Source: an optimization exercise on an open RTL-to-GDS flow (aim: small area). Production flows keep margins and buffers that such runs may drop. In this exercise RTL edits were held to simulation tests only and were not proved equivalent to the original. No activity file was given, so power comes from the tool's default toggle rates.

Design pipeline, start of the top module:
module pipeline (
	input         clock,
	input         reset,
	input [3:0]   mem2proc_response,
	input [63:0]  mem2proc_data,
	input [3:0]   mem2proc_tag,
	output logic [1:0]  proc2mem_command,
	output logic [31:0] proc2mem_addr,
	output logic [63:0] proc2mem_data,
	output logic [1:0]  proc2mem_size,
	output logic [3:0]  pipeline_completed_insts,
	output logic [3:0]  pipeline_error_status,
	output logic [4:0]  pipeline_commit_wr_idx,
	output logic [31:0] pipeline_commit_wr_data,
	output logic        pipeline_commit_wr_en,
	output logic [31:0] pipeline_commit_NPC,
	output logic [31:0] if_NPC_out,
	output logic [31:0] if_IR_out,
	output logic        if_valid_inst_out,
	output logic [31:0] if_id_NPC,
	output logic [31:0] if_id_IR,
	output logic        if_id_valid_inst,
	output logic [31:0] id_ex_NPC,
	output logic [31:0] id_ex_IR,
	output logic        id_ex_valid_inst,
	output logic [31:0] ex_mem_NPC,
	output logic [31:0] ex_mem_IR,
	output logic        ex_mem_valid_inst,
	output logic [31:0] mem_wb_NPC,
	output logic [31:0] mem_wb_IR,
	output logic        mem_wb_valid_inst
);
==> flow/config.mk <==
export PLATFORM = sky130hd
export DESIGN_NAME = pipeline
export DESIGN_NICKNAME = pipeline
export VERILOG_FILES = /design/flow/design.v
export SDC_FILE = /design/flow/constraint.sdc
export NUM_CORES = 4
export LEC_CHECK = 0
export CAP_MARGIN = 20
export CORE_MARGIN = 2
export CORE_UTILIZATION = 55
export CTS_BUF_LIST = sky130_fd_sc_hd__clkbuf_4 sky130_fd_sc_hd__clkbuf_8
export PLACE_DENSITY = 0.65
export SLEW_MARGIN = 20
==> flow/constraint.sdc <==
create_clock -name core_clock -period 12.0 [get_ports {clock}]
set_input_delay 2.4000 -clock core_clock [delete_from_list [all_inputs] [get_ports {clock}]]
set_output_delay 2.4000 -clock core_clock [all_outputs]
set_load 0.01 [all_outputs]
standard.sh (not shown) runs the stock make flow with config.mk's settings and CLKGATE_MAP_FILE= SYNTH_SCRIPT=/design/flow/synth_recipe.tcl, a recipe that flattens the netlist after the stock synthesis.
==> flow/flow/run.sh <==
#!/bin/bash
# Own flow: the standard layout (the same ORFS make targets and settings as
# standard.sh), with two changes:
#  - synthesis uses flow/synth.tcl (see there; registers are unchanged);
#  - the port buffers that global placement inserts are buf_1 cells instead
#    of the clkdlybuf4s50_1 cells buffer_ports picks by default. Every input
#    and output port still gets its buffer.
# Each tool's full output is in make.log (and ORFS's per-step logs under
# orfs/logs); the final DEF goes to out/final.def.
set -euo pipefail
W=$(pwd)
export BUFFER_PORTS_ARGS="-buffer_cell sky130_fd_sc_hd__buf_1"
make -C "$FLOW_HOME" DESIGN_CONFIG="$W/config.mk" WORK_HOME="$W/orfs" CLKGATE_MAP_FILE= \
  SYNTH_SCRIPT="$W/flow/synth.tcl" SYNTH_HIERARCHICAL=1 finish > "$W/make.log" 2>&1
R="$W/orfs/results/$FLOW_PLATFORM/pipeline/base"
: # left out here: write the final layout as DEF
==> flow/flow/synth.tcl <==
proc synth {args} { yosys synth -nofsm -noshare -noabc {*}$args }
proc abc {args} {
  set i [lsearch -exact $args -script]
  set area_args  [lreplace $args [expr {$i + 1}] [expr {$i + 1}] $::env(SCRIPTS_DIR)/abc_area.script]
  set speed_args [lreplace $args [expr {$i + 1}] [expr {$i + 1}] $::env(SCRIPTS_DIR)/abc_speed.script]
  puts "abc: area script on rvp_mulu"
  yosys abc {*}$area_args rvp_mulu
  puts "abc: speed script on the other modules"
  yosys abc {*}$speed_args * rvp_mulu %d
}
source $::env(SCRIPTS_DIR)/synth.tcl
# left out here: clear keep_hierarchy, flatten, clean up, hide names made inside functions, write 1_2_yosys.v
Rerun with:
--- a/flow/flow/run.sh
+++ b/flow/flow/run.sh
@@ -2,3 +2,3 @@
 # Own flow: the standard layout (the same ORFS make targets and settings as
-# standard.sh), with two changes:
+# standard.sh), with these changes:
 #  - synthesis uses flow/synth.tcl (see there; registers are unchanged);
@@ -6,3 +6,7 @@
 #    of the clkdlybuf4s50_1 cells buffer_ports picks by default. Every input
-#    and output port still gets its buffer.
+#    and output port still gets its buffer;
+#  - clock tree synthesis runs with its usual arguments plus
+#    -dont_use_dummy_load (no balancing dummy loads on the leaves), with
+#    clkbuf_16 buffers and clusters of up to 24 sinks (fewer, larger leaf
+#    buffers; flip-flop clock-pin slew stays near 100 ps).
 # Each tool's full output is in make.log (and ORFS's per-step logs under
@@ -12,2 +16,3 @@
 export BUFFER_PORTS_ARGS="-buffer_cell sky130_fd_sc_hd__buf_1"
+export CTS_ARGS="-sink_clustering_enable -repair_clock_nets -dont_use_dummy_load -buf_list {sky130_fd_sc_hd__clkbuf_16} -sink_clustering_size 24 -sink_clustering_max_diameter 80"
 make -C "$FLOW_HOME" DESIGN_CONFIG="$W/config.mk" WORK_HOME="$W/orfs" CLKGATE_MAP_FILE= \
--- a/flow/flow/synth.tcl
+++ b/flow/flow/synth.tcl
@@ -5,6 +5,6 @@
   set speed_args [lreplace $args [expr {$i + 1}] [expr {$i + 1}] $::env(SCRIPTS_DIR)/abc_speed.script]
-  puts "abc: area script on rvp_mulu"
-  yosys abc {*}$area_args rvp_mulu
+  puts "abc: area script on rvp_mulu and rvp_ex"
+  yosys abc {*}$area_args rvp_mulu rvp_ex
   puts "abc: speed script on the other modules"
-  yosys abc {*}$speed_args * rvp_mulu %d
+  yosys abc {*}$speed_args * rvp_mulu %d rvp_ex %d
 }
CORE_UTILIZATION = 40   (was 55)
CTS_BUF_LIST = not set   (was sky130_fd_sc_hd__clkbuf_4 sky130_fd_sc_hd__clkbuf_8)
PLACE_DENSITY = not set   (was 0.65)
Outcome:
- final cell count climbs by 4.7%
- non-clock buffer count climbs by 5
- global-route usage drops by 14 points
- synthesized area drops by about 0.9%
- final area drops by about 2.7%
Rerun with:
--- a/flow/flow/run.sh
+++ b/flow/flow/run.sh
@@ -8,5 +8,3 @@
 #  - clock tree synthesis runs with its usual arguments plus
-#    -dont_use_dummy_load (no balancing dummy loads on the leaves), with
-#    clkbuf_16 buffers and clusters of up to 24 sinks (fewer, larger leaf
-#    buffers; flip-flop clock-pin slew stays near 100 ps).
+#    -dont_use_dummy_load (no balancing dummy loads on the leaves).
 # Each tool's full output is in make.log (and ORFS's per-step logs under
@@ -16,3 +14,3 @@
 export BUFFER_PORTS_ARGS="-buffer_cell sky130_fd_sc_hd__buf_1"
-export CTS_ARGS="-sink_clustering_enable -repair_clock_nets -dont_use_dummy_load -buf_list {sky130_fd_sc_hd__clkbuf_16} -sink_clustering_size 24 -sink_clustering_max_diameter 80"
+export CTS_ARGS="-sink_clustering_enable -repair_clock_nets -dont_use_dummy_load -buf_list {sky130_fd_sc_hd__clkbuf_4 sky130_fd_sc_hd__clkbuf_8}"
 make -C "$FLOW_HOME" DESIGN_CONFIG="$W/config.mk" WORK_HOME="$W/orfs" CLKGATE_MAP_FILE= \
--- a/flow/flow/synth.tcl
+++ b/flow/flow/synth.tcl
@@ -5,6 +5,6 @@
   set speed_args [lreplace $args [expr {$i + 1}] [expr {$i + 1}] $::env(SCRIPTS_DIR)/abc_speed.script]
-  puts "abc: area script on rvp_mulu and rvp_ex"
-  yosys abc {*}$area_args rvp_mulu rvp_ex
+  puts "abc: area script on rvp_mulu"
+  yosys abc {*}$area_args rvp_mulu
   puts "abc: speed script on the other modules"
-  yosys abc {*}$speed_args * rvp_mulu %d rvp_ex %d
+  yosys abc {*}$speed_args * rvp_mulu %d
 }
The new run finished clean.
Hold slack got worse by 6.5 ps.
Die area is higher by 0.95%.
Worst setup slack improved by 29 ps.

========
pipeline, a different RTL version from the one above (not shown whole).
Size: roughly 7300 cells after synthesis, ~1400 flip-flops, roughly 580 I/O pins, roughly 83000 µm² of cells after synthesis.
clock: 12.0 ns
lec_check: 0
cap_margin: 20
core_margin: 2
core_utilization: 50
slew_margin: 20
==> flow/flow/run.sh <==
#!/bin/bash
# Own flow: the standard layout (the same ORFS make targets and settings as
# standard.sh), with these changes:
#  - synthesis uses flow/synth.tcl (see there; registers are unchanged);
#  - the port buffers that global placement inserts are buf_1 cells instead
#    of the clkdlybuf4s50_1 cells buffer_ports picks by default. Every input
#    and output port still gets its buffer;
set -euo pipefail
W=$(pwd)
export BUFFER_PORTS_ARGS="-buffer_cell sky130_fd_sc_hd__buf_1"
export CTS_ARGS="-sink_clustering_enable -repair_clock_nets -dont_use_dummy_load -buf_list {sky130_fd_sc_hd__clkbuf_8} -sink_clustering_size 16 -sink_clustering_max_diameter 60"
make -C "$FLOW_HOME" DESIGN_CONFIG="$W/config.mk" WORK_HOME="$W/orfs" CLKGATE_MAP_FILE= \
  SYNTH_SCRIPT="$W/flow/synth.tcl" SYNTH_HIERARCHICAL=1 finish > "$W/make.log" 2>&1
R="$W/orfs/results/$FLOW_PLATFORM/pipeline/base"
: # left out here: write the final layout as DEF
==> flow/flow/synth.tcl <==
proc synth {args} { yosys synth -nofsm -noshare -noabc {*}$args }
proc abc {args} {
  set i [lsearch -exact $args -script]
  set area_args  [lreplace $args [expr {$i + 1}] [expr {$i + 1}] $::env(SCRIPTS_DIR)/abc_area.script]
  set speed_args [lreplace $args [expr {$i + 1}] [expr {$i + 1}] $::env(SCRIPTS_DIR)/abc_speed.script]
  puts "abc: area script on rvp_mulu and rvp_ex"
  yosys abc {*}$area_args rvp_mulu rvp_ex
  puts "abc: speed script on the other modules"
  yosys abc {*}$speed_args * rvp_mulu %d rvp_ex %d
}
source $::env(SCRIPTS_DIR)/synth.tcl
# left out here: clear keep_hierarchy, flatten, clean up, hide names made inside functions, write 1_2_yosys.v
The baseline completed without violations.
Next try:
--- a/flow/flow/run.sh
+++ b/flow/flow/run.sh
@@ -7,0 +8,9 @@
+#  - clock tree synthesis runs with its usual arguments plus
+#    -dont_use_dummy_load (no balancing dummy loads on the leaves), with
+#    clkbuf_16 buffers and clusters of up to 24 sinks (fewer, larger leaf
+#    buffers; flip-flop clock-pin slew stays near 100 ps);
+#  - RECOVER_POWER=100: after global routing, ORFS's repair_timing
+#    -recover_power downsizes gates on paths with positive slack (it keeps
+#    every path's slack positive).
+# Each tool's full output is in make.log (and ORFS's per-step logs under
+# orfs/logs); the final DEF goes to out/final.def.
@@ -11 +20,2 @@
-export CTS_ARGS="-sink_clustering_enable -repair_clock_nets -dont_use_dummy_load -buf_list {sky130_fd_sc_hd__clkbuf_8} -sink_clustering_size 16 -sink_clustering_max_diameter 60"
+export RECOVER_POWER=100
+export CTS_ARGS="-sink_clustering_enable -repair_clock_nets -dont_use_dummy_load -buf_list {sky130_fd_sc_hd__clkbuf_16} -sink_clustering_size 24 -sink_clustering_max_diameter 80"
--- a/flow/config.mk
+++ b/flow/config.mk
@@ -10 +10 @@
-export CORE_UTILIZATION = 50
+export CORE_UTILIZATION = 40
Result: This time the run finished but failed the layout checks on max-capacitance violations, max-slew violations; sequential power is about the same; routed wire length grows slightly; count of clock-buffer cells in the layout is lower by 35; core utilization shrinks by 11 points.
Next try:
--- a/flow/flow/run.sh
+++ b/flow/flow/run.sh
@@ -11,4 +11 @@
-#    buffers; flip-flop clock-pin slew stays near 100 ps);
-#  - RECOVER_POWER=100: after global routing, ORFS's repair_timing
-#    -recover_power downsizes gates on paths with positive slack (it keeps
-#    every path's slack positive).
+#    buffers; flip-flop clock-pin slew stays near 100 ps).
@@ -20 +16,0 @@
-export RECOVER_POWER=100
With this change the flow produced a clean layout. Core utilization is higher by 0.28 points. Combinational power is higher by about 1%. Cell count stays the same. Die area does not change. Sequential share of layout area is lower by 0.26 points. Count of clock-buffer cells in the layout does not change. Area after synthesis does not change. Wire length is about the same. Worst hold slack degrades by 0.010 ns.

[what the ideal ports hide]
Ports are ideal in the flow. The routed layouts listed here were re-timed in OpenROAD.
Step 1 (the two cells are an assumption about what drives the block):
set clk [get_ports {clock}]
set_driving_cell -lib_cell sky130_fd_sc_hd__clkbuf_16 $clk
set_driving_cell -lib_cell sky130_fd_sc_hd__buf_2 [delete_from_list [all_inputs] $clk]
Step 2 adds t to the input delays and takes it off the output delays; t is the mean of the earliest and latest rising clock arrival at the registers after step 1. Input paths then give back, and output paths get back, about the clock's delay inside the block.
Three values: ideal, step 1, step 2; two values: the first two.
run	t, ns	setup WS [ns]	hold slack, ns	slew at the worst register clock pin (ns)	cell pins on the clock port's net
the first run of note 1	1.020	0.487 / 0.487 / 0.487	0.420 / 0.420 / 0.420	0.07 / 0.07	1
the second run of note 1	0.823	0.295 / 0.295 / 0.295	0.429 / 0.429 / 0.429	0.11 / 0.11	1
the third run of note 1	0.985	0.324 / 0.324 / 0.324	0.422 / 0.422 / 0.422	0.07 / 0.07	1
the first run of note 2	0.949	0.949 / 0.862 / 1.004	0.422 / 0.422 / 0.422	0.11 / 0.11	1
the second run of note 2	0.814	0.452 / 0.452 / 0.452	0.424 / 0.424 / 0.424	0.10 / 0.10	1
the third run of note 2	0.813	0.637 / 0.637 / 0.637	0.414 / 0.414 / 0.414	0.10 / 0.10	1
